Background: an optimization exercise with open tools, aiming at small area and a short achievable clock period. Do not read the settings as production practice. Function was checked by simulation only, so behaviour that the tests miss may differ from the original. Power is estimated from default activity; no workload was simulated.

[flow/run.sh]
#!/bin/bash
# synth_recipe.tcl (not shown) runs the flow's synth.tcl, then flattens the netlist and writes it again
# the make line also repeats each setting of config.mk as NAME=value (left out here)
make -C /OpenROAD-flow-scripts/flow DESIGN_CONFIG=/design/flow/config.mk WORK_HOME=/design/flow/orfs CLKGATE_MAP_FILE= SYNTH_SCRIPT=/design/flow/synth_recipe.tcl finish
[flow/config.mk]
export PLATFORM = sky130hd
export DESIGN_NAME = apb_pwm
export DESIGN_NICKNAME = apb_pwm
export VERILOG_FILES = /design/flow/design.v
export SDC_FILE = /design/flow/constraint.sdc
export NUM_CORES = 4
export LEC_CHECK = 0
export CAP_MARGIN = 20
export CORE_MARGIN = 2
export CORE_UTILIZATION = 30
export SLEW_MARGIN = 20
[flow/constraint.sdc]
create_clock -name core_clock -period 5.0 [get_ports {PCLK_i}]
set_input_delay 1.0000 -clock core_clock [delete_from_list [all_inputs] [get_ports {PCLK_i}]]
set_output_delay 1.0000 -clock core_clock [all_outputs]
set_load 0.01 [all_outputs]
[flow/design.v]
module	pwm #(parameter DATA_WIDTH = 32,
                        ADDR_WIDTH = 8)(
	input   logic	     clk_i,	 
	input   logic	     rst_ni, 
	input   logic	     w_en,rd_en,										
	input   logic [ADDR_WIDTH -1:0]  addr_i, 
	input   logic [DATA_WIDTH -1:0] wdata_i,
	output  logic [DATA_WIDTH -1:0] rdata_o,  
  	output  logic        o_pwm_1,  
 	output  logic        o_pwm_2,  
	output  logic     	 oe_pwm1,  
	output  logic     	 oe_pwm2  
);
localparam  adr_ctrl_1	 =	0,   
		   adr_divisor_1 =	4,
		   adr_period_1	 =	8,
		   adr_DC_1		 =	12;
localparam  adr_ctrl_2	 =	16,
		   adr_divisor_2 =	20,
		   adr_period_2	 =	24,
		   adr_DC_2		 =	28;
	reg [2:0] ctrl_1;    
	reg [2:0] ctrl_2;
	reg [DATA_WIDTH -1:0] period_1;
	reg [DATA_WIDTH -1:0] period_2;
	reg [DATA_WIDTH -1:0] DC_1;
	reg [DATA_WIDTH -1:0] DC_2;
	reg [DATA_WIDTH -1:0] divisor_1;
	reg [DATA_WIDTH -1:0] divisor_2;
	always @(posedge clk_i or negedge rst_ni) begin
		if (!rst_ni) begin
			ctrl_1    <= 3'd0;
			ctrl_2    <= 3'd0;
			period_1  <=  'd0;
			period_2  <=  'd0;
			divisor_1 <=  'd0;
			divisor_2 <=  'd0;
			DC_1      <=  'd0;
			DC_2      <=  'd0;
		end
		else if (w_en) begin
			case (addr_i)
				adr_ctrl_1: ctrl_1       <= wdata_i[2:0];
				adr_ctrl_2: ctrl_2       <= wdata_i[2:0];
				adr_divisor_1: divisor_1 <= wdata_i[DATA_WIDTH -1:0];
				adr_divisor_2: divisor_2 <= wdata_i[DATA_WIDTH -1:0];
				adr_period_1: period_1   <= wdata_i[DATA_WIDTH -1:0];
				adr_period_2: period_2   <= wdata_i[DATA_WIDTH -1:0];
				adr_DC_1: DC_1           <= wdata_i[DATA_WIDTH -1:0];
				adr_DC_2: DC_2           <= wdata_i[DATA_WIDTH -1:0];				
			endcase
		end
	end
	wire pwm_1,pwm_2;
	assign pwm_1   = ctrl_1[1];
	assign pwm_2   = ctrl_2[1];
	reg clock_p1;
	reg clock_p2;
	reg [DATA_WIDTH -1:0] counter_p1;
	reg [DATA_WIDTH -1:0] counter_p2;
	reg [DATA_WIDTH -1:0] period_counter1;
	reg [DATA_WIDTH -1:0] period_counter2;
	reg pts_1;
	reg pts_2;
	always @(posedge clk_i or negedge rst_ni) begin
			if (~rst_ni) begin
				clock_p1   <= 1'd0;
				clock_p2   <= 1'd0;
				counter_p1 <=  'd0;
				counter_p2 <=  'd0;
			end
			else begin
				if (pwm_1) begin
					counter_p1 <= counter_p1 + 'd1;
					if (counter_p1 == (divisor_1 - 1)) begin
						counter_p1 <=  'd0;
						clock_p1 <= ~clock_p1;
					end
				end
				if (pwm_2) begin
					counter_p2 <= counter_p2 + 'd1;
					if (counter_p2 == (divisor_2 - 1)) begin
						counter_p2 <= 'd0;
						clock_p2 <= ~clock_p2;
					end
			    end
	        end
	end	
	wire tick_1, tick_2;
	assign tick_1 = pwm_1 && (counter_p1 == (divisor_1 - 1)) && !clock_p1;
	assign tick_2 = pwm_2 && (counter_p2 == (divisor_2 - 1)) && !clock_p2;
	always @(posedge clk_i or negedge rst_ni) begin
			if (!rst_ni) begin
				pts_1           <= 1'b0;
				oe_pwm1         <= 1'b0;
				period_counter1 <=  'd0;
			end
			else if (tick_1 && ctrl_1[0]) begin
					if (pwm_1) begin
						oe_pwm1             <= 1'b1;
						if (period_counter1 >= period_1)
							period_counter1 <= 'd0;
						else
							period_counter1 <= period_counter1 + 'd1;
						if (period_counter1 < DC_1)
							pts_1 <= 1'b1;
						else
							pts_1 <= 1'b0;
					end
			end
    end
	always @(posedge clk_i or negedge rst_ni)
			if (!rst_ni) begin
				pts_2 <= 1'b0;
				oe_pwm2 <= 1'b0;
				period_counter2 <= 'd0;
			end
			else if (tick_2 && ctrl_2[0]) begin
				if (pwm_2) begin
					oe_pwm2 <= 1'b1;
					if (period_counter2 >= period_2)
						period_counter2 <= 'd0;
					else
						period_counter2 <= period_counter2 + 'd1;
					if (period_counter2 < DC_2)
						pts_2 <= 1'b1;
					else
						pts_2 <= 1'b0;
				end
			end 
	assign o_pwm_1 = (ctrl_1[2] ? pts_1 : 1'b0);
	assign o_pwm_2 = (ctrl_2[2] ? pts_2 : 1'b0);
	logic [DATA_WIDTH -1:0] rdata_d;
	always_comb
	if(rd_en ==1'b1) 
	rdata_d = (addr_i == adr_ctrl_1 ? {13'h0, ctrl_1} : (addr_i == adr_divisor_1 ? divisor_1 : (addr_i == adr_period_1 ? period_1 : (addr_i == adr_DC_1 ? DC_1 : (addr_i == adr_DC_2 ? DC_2 : (addr_i == adr_period_2 ? period_2 : (addr_i == adr_divisor_2 ? divisor_2 : (addr_i == adr_ctrl_2 ? {13'h0, ctrl_2} :32'd0))))))));
	else
	rdata_d = 'd0;
	always @(posedge clk_i or negedge rst_ni) begin
		if (!rst_ni)
			rdata_o <= 'd0;
		else
			rdata_o <= rdata_d;
	end
endmodule
module	apb_pwm #(parameter DATA_WIDTH = 32,
                        ADDR_WIDTH = 8)(
	input   logic	     PCLK_i,	 
	input   logic	     PRST_ni, 
	input   logic	     PWRITE_i,	 
	input   logic [ADDR_WIDTH -1:0]  PADDR_i, 
	input   logic [DATA_WIDTH -1:0] PWDATA_i,
	input   logic        PSEL_i,PENABLE_i, 
	output  logic [DATA_WIDTH -1:0] PRDATA_o,  
  	output  logic        o_pwm_1,  
 	output  logic        o_pwm_2,  
	output  logic     	 oe_pwm1,  
	output  logic     	 oe_pwm2,  
	output  logic        PSLVERR_o,PREADY_o  
);
logic [DATA_WIDTH -1 :0] wdata,rdata;
logic [ADDR_WIDTH -1 :0] addr;
logic write;
logic read;
pwm #(
.DATA_WIDTH(DATA_WIDTH),
.ADDR_WIDTH(ADDR_WIDTH) ) 
PWM_peripheral (
.clk_i(PCLK_i),
.rst_ni(PRST_ni),
.w_en(write),
.rd_en(read),
.wdata_i(wdata),
.addr_i(addr),
.rdata_o(rdata),
.o_pwm_1(o_pwm_1),
.o_pwm_2(o_pwm_2),
.oe_pwm1(oe_pwm1),
.oe_pwm2(oe_pwm2)
);
assign wdata = (PSEL_i && PENABLE_i)? PWDATA_i :'d0;
assign addr  = PSEL_i ? PADDR_i  :'d0;
assign write  = (PSEL_i && PENABLE_i)? PWRITE_i  :'d0;
assign read   = (PSEL_i && !PENABLE_i)? ~PWRITE_i :'d0;
assign PRDATA_o = rdata;
	assign PSLVERR_o = 1'b0;
	assign PREADY_o = 1'b1;
endmodule
==> notes.md <==
## routing by layer
layer | wire (µm) | vias up | part of all wire (%)
met4 | 2990 | 4 | 4.2
met3 | 4520 | 118 | 6.4
li1 | - | 8767 | -
met5 | 27 | - | 0.038
met2 | 30100 | 597 | 42
met1 | 33400 | 8868 | 47
## worst paths after layout
kind / startpoint / to / slack [ns] / cells after the start
min reg2reg: PWM_peripheral.clock_p2 / PWM_peripheral.clock_p2 / 0.47 / 1
max in group asynchronous: PRST_ni / PWM_peripheral.period_2[17] / 3.42 / 2
min: PRST_ni / PWM_peripheral.counter_p2[7] / 0.43 / 1
max reg2reg: PWM_peripheral.divisor_2[21] / PWM_peripheral.period_counter2[29] / 0.29 / 10
min in group core_clock: PWM_peripheral.clock_p2 / PWM_peripheral.clock_p2 / 0.47 / 1
max: PWM_peripheral.divisor_2[21] / PWM_peripheral.period_counter2[29] / 0.29 / 10
## state kept, by name, summed over array words and instances (netlist names)
register                        count
PWM_peripheral.ctrl_2               3
PWM_peripheral.period_2            32
PWM_peripheral.divisor_2           32
PWM_peripheral.counter_p1          32
PWM_peripheral.DC_2                32
PWM_peripheral.pts_2                1
PWM_peripheral.period_counter2     32
PWM_peripheral.ctrl_1               3
PWM_peripheral.oe_pwm2              1
PWM_peripheral.DC_1                32
PWM_peripheral.rdata_o             32
PWM_peripheral.clock_p1             1
PWM_peripheral.divisor_1           32
PWM_peripheral.pts_1                1
PWM_peripheral.clock_p2             1
PWM_peripheral.period_counter1     32
PWM_peripheral.counter_p2          32
PWM_peripheral.oe_pwm1              1
PWM_peripheral.period_1            32
## per-stage QoR
stage / area [µm²] / power [W] / hold WS [ns] / instances / setup WS, ns
after detailed placement: 24000 / 0.00341 / 0.459 / 3389 / 0.426
final: 25300 / 0.00636 / 0.431 / 3460 / 0.295
after global placement: 24000 / 0.00340 / 0.457 / 3389 / 0.453
after floorplan: 22100 / 0.00318 / 0.442 / 2430 / 1.08
after global routing: 25300 / 0.00655 / 0.502 / 3459 / 0.160
after CTS: 25300 / 0.00641 / 0.471 / 3459 / 0.385
## kinds of logic after synthesis
family / after synthesis / synth area share (%)
and+or+nand+nor: 840 / 18.8
AOI/OAI and AO/OA: 560 / 16.1
DFF: 364 / 41.2
buffers and inverters: 277 / 4.93
adders and majority gates: 132 / 7.48
muxes: 132 / 6.55
xor gates and xnor gates: 123 / 4.88
other: 2 / 0.0340
## cell type report
| cell class | count | area (µm²) | area share, % |
|---|---|---|---|
| inverters | 155 | 582 | 2.30 |
| multi-input cells | 1789 | 11900 | 47.2 |
| clock buffers | 66 | 1240 | 4.90 |
| diodes | 1 | 2.50 | 0.00989 |
| well taps | 959 | 1200 | 4.74 |
| repair buffers | 122 | 1180 | 4.67 |
| flip-flops and latches | 364 | 9110 | 36.0 |
| clock inverters | 4 | 45.0 | 0.178 |
## placed cells by master, fill, tap and decap left out, types with 41 or more instances in the layout
cell	count
nand2_1	244
clkbuf_16	41
nor3_1	58
xor2_1	66
nor2_1	175
dfrtp_1	364
nand3_1	79
ha_1	132
o21ai_0	212
mux2_2	100
clkdlybuf4s50_1	78
nand4_1	50
a21o_1	48
xnor2_1	57
a21oi_1	105
and3_1	58
inv_1	155
## worst max-delay path: cells and delay by family, from the launching register on
kind                   cells  cell delay, ns
flip-flops                 1            0.45
AO/OA/AOI/OAI              3            0.85
AND/OR/NAND/NOR            6            3.03
buffers and inverters      1            0.20
## power by group through the flow
stage	registers (W)	clock network [W]	logic [W]
final	0.00299	0.00300	0.000367
after global routing	0.00299	0.00316	0.000402
after CTS	0.00299	0.00306	0.000368
after detailed placement	0.00304	0	0.000367
after global placement	0.00304	0	0.000365
after floorplan	0.00303	0	0.000147
==> flow_metrics.env <==
export IMPL_critPathSlowestCell="or4_1"
export IMPL_drcViolationCount=0
export IMPL_power_share_clock_pct=47.2
export IMPL_grt_busiest_layer="met2"
export IMPL_antenna_found_initial=3
export IMPL_ant_nets=0
export IMPL_fin_util_pct=34.7
export IMPL_post_cts_buffers=0
export IMPL_slew_viol_final=0
export IMPL_clock_fmax_ghz=0.213
export IMPL_drt_pass1_iter_count=5
export IMPL_htreeDepth=2
export IMPL_overflow=0
export IMPL_cts_sinks=364
export IMPL_tightest_slew_ns=1.00
export IMPL_final_setup_tns_ns=0
export IMPL_synth_edf_count=0
export IMPL_cp_arrival_ns=5.19
export IMPL_power_density_nw_per_um2=251
export IMPL_drive_above_1_share_pct=9.32
export IMPL_io_pin_count=83
export IMPL_cts_resized=0
export IMPL_finalHoldViolCount=0
export IMPL_coreArea_um2=73000
export IMPL_hold_class="in2async"
export IMPL_critical_path_startpoint_type="register"
export IMPL_cp_max_fo=61
export IMPL_grt_util_met3_pct=3.18
export IMPL_period_minus_slack_ns=4.71
export IMPL_ys_warnings_count=1
export IMPL_critical_path_max_stage_delay_ns=0.73
export IMPL_seqPwrFrac_pct=47.0
export IMPL_dp_hpwl_um=52400
export IMPL_ys_ff_latch=364
export IMPL_swShare_pct=24.3
export IMPL_fp_dieH_um=275
export IMPL_outcome="no timing/DRC/antenna violations"
export IMPL_grt_max_degree=110
export IMPL_grtUsageTotal_pct=18.8
export IMPL_crit_required_ns=5.49
export IMPL_path_common_cell="or4_1"
export IMPL_cts_buffer_depth=3
export IMPL_met2_usage_pct=27.5
export IMPL_rsz0062_at_grt="false"
export IMPL_start_util_pct=30.3
export IMPL_synth_cell_types=76
export IMPL_routed_wl_um=71000
export IMPL_drtIter0Drc=1594
export IMPL_viasPerCell=5.30
export IMPL_cp_end_kind="register"
export IMPL_grt_pass1_vias=17100
export IMPL_fin_worst_skew_ns=0.0269
export IMPL_nets=2650
export IMPL_syn_avg_cell_area_um2=9.09
export IMPL_max_cap_violations=0
export IMPL_clockRootBuffer="clkbuf_16"
export IMPL_finalCritPeriodShare_pct=94.1
export IMPL_dieArea_um2=75800
export IMPL_async_flop_share_pct=100
export IMPL_ir_drop_mv=0.180
export IMPL_crit_type="reg2reg"
export IMPL_fp_dieW_um=275
export IMPL_internal_power_w=0.00481
export IMPL_cts_tree="yes"
export IMPL_synth_largest_area_cell="dfrtp_1"
export IMPL_groute_layer_met1_usage_pct=27.2
export IMPL_synth_ff_type="dfrtp_1"
export IMPL_gp_congestion=0.944
export IMPL_synth_most_common_cell="dfrtp_1"
export IMPL_finalSetupViolations=0
export IMPL_switchingPower_w=0.00154
export IMPL_synth_fp_nets=2607
export IMPL_num_rows=99
export IMPL_synth_area_um2=22100
export IMPL_maxSlewHeadroom_pct=33.0
export IMPL_syn_to_final_growth_pct=14.5
export IMPL_cts_buffers=41
export IMPL_clkTransAtPathRegs_ns=0.06
export IMPL_yosysSeqAreaShare_pct=41.2
export IMPL_clk_latency_ns=0.58
export IMPL_hold_buffers=0
export IMPL_pwr_share_comb_pct=5.8
export IMPL_vias=18400
export IMPL_netlist_instances=2430
export IMPL_grt_first_pass_wirelength_um=108000
export IMPL_wl_per_cell_um=20.5
export IMPL_ys_top_cells_by_count="dfrtp_1 (364), nand2_1 (244), o21ai_0 (212)"
export IMPL_fillers=7436
export IMPL_synthDominantCellAreaShare_pct=41.2
export IMPL_io_buffers=80
export IMPL_worstPathCellList="or4_1, nand4b_1, o31a_1, a2111oi_4, o2111ai_1, or4_1, or4_2, buf_12, or4_1, nand3_1"
export IMPL_synth_area_leaders="dfrtp_1 (41%), ha_1 (7.5%), mux2_2 (5.1%)"
export IMPL_leakagePower_nw=12.0

what the ideal ports hide:
How much do the figures lean on ideal ports? The routed layout below was timed once more, with nothing changed but the port constraints.
Step 1 (the two cells are an assumption about what drives the block):
set clk [get_ports {PCLK_i}]
set_driving_cell -lib_cell sky130_fd_sc_hd__clkbuf_16 $clk
set_driving_cell -lib_cell sky130_fd_sc_hd__buf_2 [delete_from_list [all_inputs] $clk]
Step 2 adds t to the input delays and takes it off the output delays; t is the mean of the earliest and latest rising clock arrival at the registers after step 1. Input paths then give back, and output paths get back, about the clock's delay inside the block.
a / b / c = ideal / step 1 / step 2; a / b = the first two.
shift t [ns]: 0.629
slack for setup (ns): 0.295 / 0.295 / 0.295
worst hold slack (ns): 0.431 / 0.428 / 0.470
worst setup path after step 2: register to register
clock arrival spread, ns: 0.027 / 0.028
After both steps setup and hold are still met in this run. For this run, drivers alone change the setup slack by 0.000 ns; drivers and shift together by 0.000 ns.
